This design comes from an exercise in tuning for small area and a short achievable clock period on the open sky130 flow, not from production work. Power figures rest on the tool's default switching activity, not on a simulated workload.

== job 101 ==
==> flow/design.v <==
module Top #(
   parameter N = 16
) (
   input TDI,
   input TMS,
   input TCK,
   input [N-1:0] sys_pin_a,
   input [N-1:0] sys_pin_b,
   input sys_pin_cin,
   input sys_pin_sel,
   output [N-1:0] sys_pin_sum,
   output sys_pin_co,
   output TDO
);
   localparam [3:0] TLR = 4'hF, RTI = 4'hC, SEL_DR = 4'h7, CAP_DR = 4'h6,
                    SH_DR = 4'h2, EX1_DR = 4'h1, PAU_DR = 4'h3, EX2_DR = 4'h0,
                    UPD_DR = 4'h5, SEL_IR = 4'h4, CAP_IR = 4'hE, SH_IR = 4'hA,
                    EX1_IR = 4'h9, PAU_IR = 4'hB, EX2_IR = 4'h8, UPD_IR = 4'hD;
   reg [3:0] st;
   reg [3:0] st_nx;
   always @(*) begin
      case (st)
         TLR:     st_nx = TMS ? TLR : RTI;
         RTI:     st_nx = TMS ? SEL_DR : RTI;
         SEL_DR:  st_nx = TMS ? SEL_IR : CAP_DR;
         CAP_DR:  st_nx = TMS ? EX1_DR : SH_DR;
         SH_DR:   st_nx = TMS ? EX1_DR : SH_DR;
         EX1_DR:  st_nx = TMS ? UPD_DR : PAU_DR;
         PAU_DR:  st_nx = TMS ? EX2_DR : PAU_DR;
         EX2_DR:  st_nx = TMS ? UPD_DR : SH_DR;
         UPD_DR:  st_nx = TMS ? SEL_DR : RTI;
         SEL_IR:  st_nx = TMS ? TLR : CAP_IR;
         CAP_IR:  st_nx = TMS ? EX1_IR : SH_IR;
         SH_IR:   st_nx = TMS ? EX1_IR : SH_IR;
         EX1_IR:  st_nx = TMS ? UPD_IR : PAU_IR;
         PAU_IR:  st_nx = TMS ? EX2_IR : PAU_IR;
         EX2_IR:  st_nx = TMS ? UPD_IR : SH_IR;
         default: st_nx = TMS ? SEL_DR : RTI;   
      endcase
   end
   always @(posedge TCK) st <= st_nx;
   wire shift_dr = (st == SH_DR);
   wire capture_dr = (st == CAP_DR);
   wire shift_ir = (st == SH_IR);
   wire capture_ir = (st == CAP_IR);
   wire update_dr = TMS & ((st == EX1_DR) | (st == EX2_DR));
   wire update_ir = TMS & ((st == EX1_IR) | (st == EX2_IR));
   wire reset_ir = TMS & ((st == TLR) | (st == SEL_IR));
   reg ir1_sr1, ir2_sr1;
   reg br1, br2;
   reg mode1, byp1, mode2, byp2;
   always @(posedge TCK) begin
      if (shift_ir) begin
         ir1_sr1 <= br1;
         ir2_sr1 <= br2;
      end else if (capture_ir) begin
         ir1_sr1 <= 1'b1;
         ir2_sr1 <= 1'b1;
      end
   end
   always @(posedge TCK) begin
      if (reset_ir) begin
         mode1 <= 1'b0;
         byp1  <= 1'b1;
         mode2 <= 1'b0;
         byp2  <= 1'b1;
      end else if (update_ir) begin
         mode1 <= ~br1;
         byp1  <= br1 & ir1_sr1;
         mode2 <= ~br2;
         byp2  <= br2 & ir2_sr1;
      end
   end
   wire sel = sys_pin_sel;
   wire a0 = sys_pin_a[0];
   wire b0 = sys_pin_b[0];
   wire [16:0] add1;
   FastAdd fa1 (.a(sys_pin_a), .b(sys_pin_b), .cin(sys_pin_cin), .s(add1));
   wire [16:0] fast1 = sel ? {a0, {11{b0}}, a0, 2'b00, a0 ^ b0, a0} : add1;
   reg [16:0] uo1, uf1, uo2, uf2;
   wire [16:0] s1 = mode1 ? uo1 : fast1;
   wire x2 = s1[0];
   wire [16:0] g2 = sel ? {x2, {12{x2}}, 3'b000, x2} : {s1[15], s1[14:0], s1[16]};
   wire pass = ~mode1 & ~mode2 & ~sel;
   wire xo = mode1 ? uo1[0] : a0;
   wire [16:0] other = mode2 ? uo2 :
                       sel ? {xo, {12{xo}}, 3'b000, xo} :
                       {uo1[15], uo1[14:0], uo1[16]};
   wire [16:0] outv = pass ? {add1[15], add1[14:0], add1[16]} : other;
   assign sys_pin_sum = outv[15:0];
   assign sys_pin_co = outv[16];
   wire [16:0] adder1_out = mode1 ? uf1 : fast1;
   wire [16:0] adder2_out = mode2 ? uf2 : g2;
   reg [50:0] c1, c2;
   wire dr1 = byp1 ? br1 : c1[50];   
   wire [50:0] p1 = {adder1_out, sel, sys_pin_cin, sys_pin_b, sys_pin_a};
   wire [50:0] p2 = {adder2_out, sel, s1[16], s1[15:0], s1[15:0]};
   wire hold_dr = (st == EX1_DR) | (st == PAU_DR) | (st == EX2_DR);
   wire shift_any = shift_dr | shift_ir;
   wire capture_any = capture_dr | capture_ir;
   wire load_dr = ~(shift_dr | hold_dr | update_dr);
   wire load_dr1 = ~(shift_dr | hold_dr);
   always @(posedge TCK) begin
      c1[33:0] <= ({34{shift_dr}} & {c1[32:0], TDI}) | ({34{hold_dr & ~update_dr}} & c1[33:0]) |
                  ({34{update_dr}} & c2[33:0]) | ({34{load_dr}} & p1[33:0]);
      c1[50:34] <= ({17{shift_dr}} & c1[49:33]) | ({17{hold_dr}} & c1[50:34]) |
                   ({17{load_dr1}} & p1[50:34]);
      c2 <= ({51{shift_dr}} & {c2[49:0], dr1}) | ({51{hold_dr}} & c2) | ({51{load_dr1}} & p2);
   end
   always @(posedge TCK) begin
      if (shift_any) begin
         br1 <= TDI;
         br2 <= shift_dr ? dr1 : ir1_sr1;
      end else if (capture_any) begin
         br1 <= 1'b0;
         br2 <= 1'b0;
      end
   end
   wire [16:0] r1;
   Ripple rip1 (.a(c1[15:0]), .b(c1[31:16]), .cin(c1[32]), .s(r1));
   wire ua1 = c1[0], ub1 = c1[16];
   wire [16:0] f1 = c1[33] ? {ua1, {11{ub1}}, ua1, 2'b00, ua1 ^ ub1, ua1} : r1;
   always @(posedge TCK) begin
      if (update_dr) begin
         uo1 <= c1[50:34];
         uo2 <= c2[50:34];
         uf1 <= f1;
      end
      if (st == UPD_DR) uf2 <= f1;
   end
   assign TDO = shift_ir ? ir2_sr1 : shift_dr ? (byp2 ? br2 : c2[50]) : 1'b0;
endmodule
module Ripple (
   input [15:0] a,
   input [15:0] b,
   input cin,
   output [16:0] s
);
   wire [16:0] c;
   assign c[0] = cin;
   genvar i;
   generate
      for (i = 0; i < 16; i = i + 1) begin : bit_
         assign s[i] = a[i] ^ b[i] ^ c[i];
         assign c[i+1] = (a[i] & b[i]) | (c[i] & (a[i] ^ b[i]));
      end
   endgenerate
   assign s[16] = c[16];
endmodule
module FastAdd (
   input [15:0] a,
   input [15:0] b,
   input cin,
   output [16:0] s
);
   wire [16:0] g0 = {a & b, cin};
   wire [16:0] p0 = {a ^ b, 1'b0};
   wire [16:0] g1, p1, g2, p2, g3, p3, g4, p4, g5, p5;
   genvar i;
   generate
      for (i = 0; i < 17; i = i + 1) begin : lvl
         if (i % 2 == 1) begin : l1a
            assign g1[i] = g0[i] | (p0[i] & g0[i-1]);
            assign p1[i] = p0[i] & p0[i-1];
         end else begin : l1b
            assign g1[i] = g0[i];
            assign p1[i] = p0[i];
         end
         if (i % 4 >= 2) begin : l2a
            assign g2[i] = g1[i] | (p1[i] & g1[i - (i % 4) + 1]);
            assign p2[i] = p1[i] & p1[i - (i % 4) + 1];
         end else begin : l2b
            assign g2[i] = g1[i];
            assign p2[i] = p1[i];
         end
         if (i % 8 >= 4) begin : l3a
            assign g3[i] = g2[i] | (p2[i] & g2[i - (i % 8) + 3]);
            assign p3[i] = p2[i] & p2[i - (i % 8) + 3];
         end else begin : l3b
            assign g3[i] = g2[i];
            assign p3[i] = p2[i];
         end
         if (i % 16 >= 8) begin : l4a
            assign g4[i] = g3[i] | (p3[i] & g3[i - (i % 16) + 7]);
            assign p4[i] = p3[i] & p3[i - (i % 16) + 7];
         end else begin : l4b
            assign g4[i] = g3[i];
            assign p4[i] = p3[i];
         end
         if (i >= 16) begin : l5a
            assign g5[i] = g4[i] | (p4[i] & g4[15]);
         end else begin : l5b
            assign g5[i] = g4[i];
         end
      end
   endgenerate
   assign s[15:0] = p0[16:1] ^ g5[15:0];
   wire g_hi = g0[16] | (p0[16] & g0[15]);
   wire p_hi = p0[16] & p0[15];
   assign s[16] = g_hi | (p_hi & g5[14]);
endmodule
clock: 24.0 ns
lec_check: 0
cap_margin: 20
core_margin: 2
core_utilization: 40
cts_buf_list: sky130_fd_sc_hd__clkbuf_8
slew_margin: 20
standard.sh (not shown) runs the stock make flow with config.mk's settings and CLKGATE_MAP_FILE= SYNTH_SCRIPT=/design/flow/synth_recipe.tcl, a recipe that flattens the netlist after the stock synthesis.
==> flow/flow/run.sh <==
#!/bin/bash
# Standard synthesis, then the standard layout with: timing repair that
# aims for extra setup slack (so the input-to-output paths are optimised
# beyond what the clock period needs), cell sizing not limited to the same
# footprint, and a stronger buffer on each port.
set -euo pipefail
MARGIN=$(cat flow/margin.txt)
bash standard.sh synth > synth.log 2>&1
bash standard.sh SETUP_SLACK_MARGIN=$MARGIN MATCH_CELL_FOOTPRINT=0 \
  "BUFFER_PORTS_ARGS=-buffer_cell sky130_fd_sc_hd__buf_4" finish > layout.log 2>&1
==> flow/flow/margin.txt <==
13
Job 101 went all the way through the flow, and no timing, DRC or antenna check failed.
The following lists how job 102 was set up differently from job 101:
--- a/flow/design.v
+++ b/flow/design.v
@@ -152,17 +152,25 @@
    input [15:0] b,
    input cin,
    output [16:0] s
 );
-   wire [16:0] g0 = {a & b, cin};
-   wire [16:0] p0 = {a ^ b, 1'b0};
-   wire [16:0] g1, p1, g2, p2, g3, p3, g4, p4, g5, p5;
+   wire [15:0] g0 = a & b;
+   wire [15:0] p0 = a ^ b;
+   wire [15:0] gp, pp;   
+   wire [15:0] g1, p1, g2, p2, g3, p3, g4, p4;
+   wire [15:0] gg, pg;   
    genvar i;
    generate
-      for (i = 0; i < 17; i = i + 1) begin : lvl
+      for (i = 1; i < 16; i = i + 1) begin : pair
+         assign gp[i] = g0[i] | (p0[i] & g0[i-1]);
+         assign pp[i] = p0[i] & p0[i-1];
+      end
+      assign gp[0] = g0[0];
+      assign pp[0] = p0[0];
+      for (i = 0; i < 16; i = i + 1) begin : lvl
          if (i % 2 == 1) begin : l1a
-            assign g1[i] = g0[i] | (p0[i] & g0[i-1]);
-            assign p1[i] = p0[i] & p0[i-1];
+            assign g1[i] = gp[i];
+            assign p1[i] = pp[i];
          end else begin : l1b
             assign g1[i] = g0[i];
             assign p1[i] = p0[i];
          end
@@ -186,16 +194,19 @@
          end else begin : l4b
             assign g4[i] = g3[i];
             assign p4[i] = p3[i];
          end
-         if (i >= 16) begin : l5a
-            assign g5[i] = g4[i] | (p4[i] & g4[15]);
-         end else begin : l5b
-            assign g5[i] = g4[i];
+         if (i == 2 || i == 4 || i == 8) begin : pw
+            assign gg[i] = gp[i] | (pp[i] & gg[i-2]);
+            assign pg[i] = pp[i] & pg[i-2];
+         end else begin : sk
+            assign gg[i] = g4[i];
+            assign pg[i] = p4[i];
          end
       end
    endgenerate
-   assign s[15:0] = p0[16:1] ^ g5[15:0];
-   wire g_hi = g0[16] | (p0[16] & g0[15]);
-   wire p_hi = p0[16] & p0[15];
-   assign s[16] = g_hi | (p_hi & g5[14]);
+   wire [16:1] c = gg | (pg & {16{cin}});
+   assign s[0] = p0[0] ^ cin;
+   assign s[1] = cin ? (p0[1] ^ (a[0] | b[0])) : (p0[1] ^ g0[0]);
+   assign s[15:2] = p0[15:2] ^ c[15:2];
+   assign s[16] = c[16];
 endmodule
==> results.txt <==
Comparing power per unit of standard cell area for job 101 and job 102, the smaller number came from job 102. The number of global-route vias before repair of job 102 is higher than that of job 101. Changes observed in job 102 relative to job 101: post-layout minimum cycle time fell 230 ps, number of unique standard cell types used by synthesis rose 4, post-route fraction of the period consumed by the critical path fell 0.95 points, combined area of all synthesized cells rose 1.6%. Compared job 102 vs job 101, and share of final layout cell area taken by clock buffers and inverters is down in job 102. The critical path startpoint comes out sys_pin_a[6] in one run and sys_pin_a[0] in the other, namely in job 101 and job 102 respectively. Job 102 against job 101: initial antenna violation count now larger, cell area moved up, sequential share of layout area saw a decrease, pin count of the biggest net entering global routing went down 3.1%. Job 102 ended up with sys_pin_sum[7] as its endpoint of the worst setup timing path; job 101 ended up with sys_pin_sum[12]. Job 102: number of placed instances, taps included lower than job 101. Fraction of power spent switching nets was lower in the run labelled job 101. Relative to job 101, job 102 improves worst path setup slack after routing.
Function was not checked in any run of this note: the RTL went through the layout flow alone.

-- re-timing with driven ports --
The results above use ideal ports. As a check the final layouts listed here were re-extracted and re-timed, cells and wires unchanged. Step 1 (the two cells are an assumption about what drives the block):
set clk [get_ports {TCK}]
set_driving_cell -lib_cell sky130_fd_sc_hd__clkbuf_16 $clk
set_driving_cell -lib_cell sky130_fd_sc_hd__buf_2 [delete_from_list [all_inputs] $clk]
Step 2 also shifts input and output timing later by t, the mid clock arrival at the registers, as if the neighbouring blocks saw the same clock. a / b / c = ideal ports / drivers / drivers and shift; a / b = the first two.
run	t, ns	setup slack, ns	worst setup path at the end
job 101	0.512	12.296 / 12.260 / 12.260	input to output
job 102	0.526	12.524 / 12.464 / 12.464	input to output
After both steps every run listed still meets setup and hold. For job 102, which loses most, drivers alone change the setup slack by -0.060 ns; drivers and shift together by -0.060 ns.
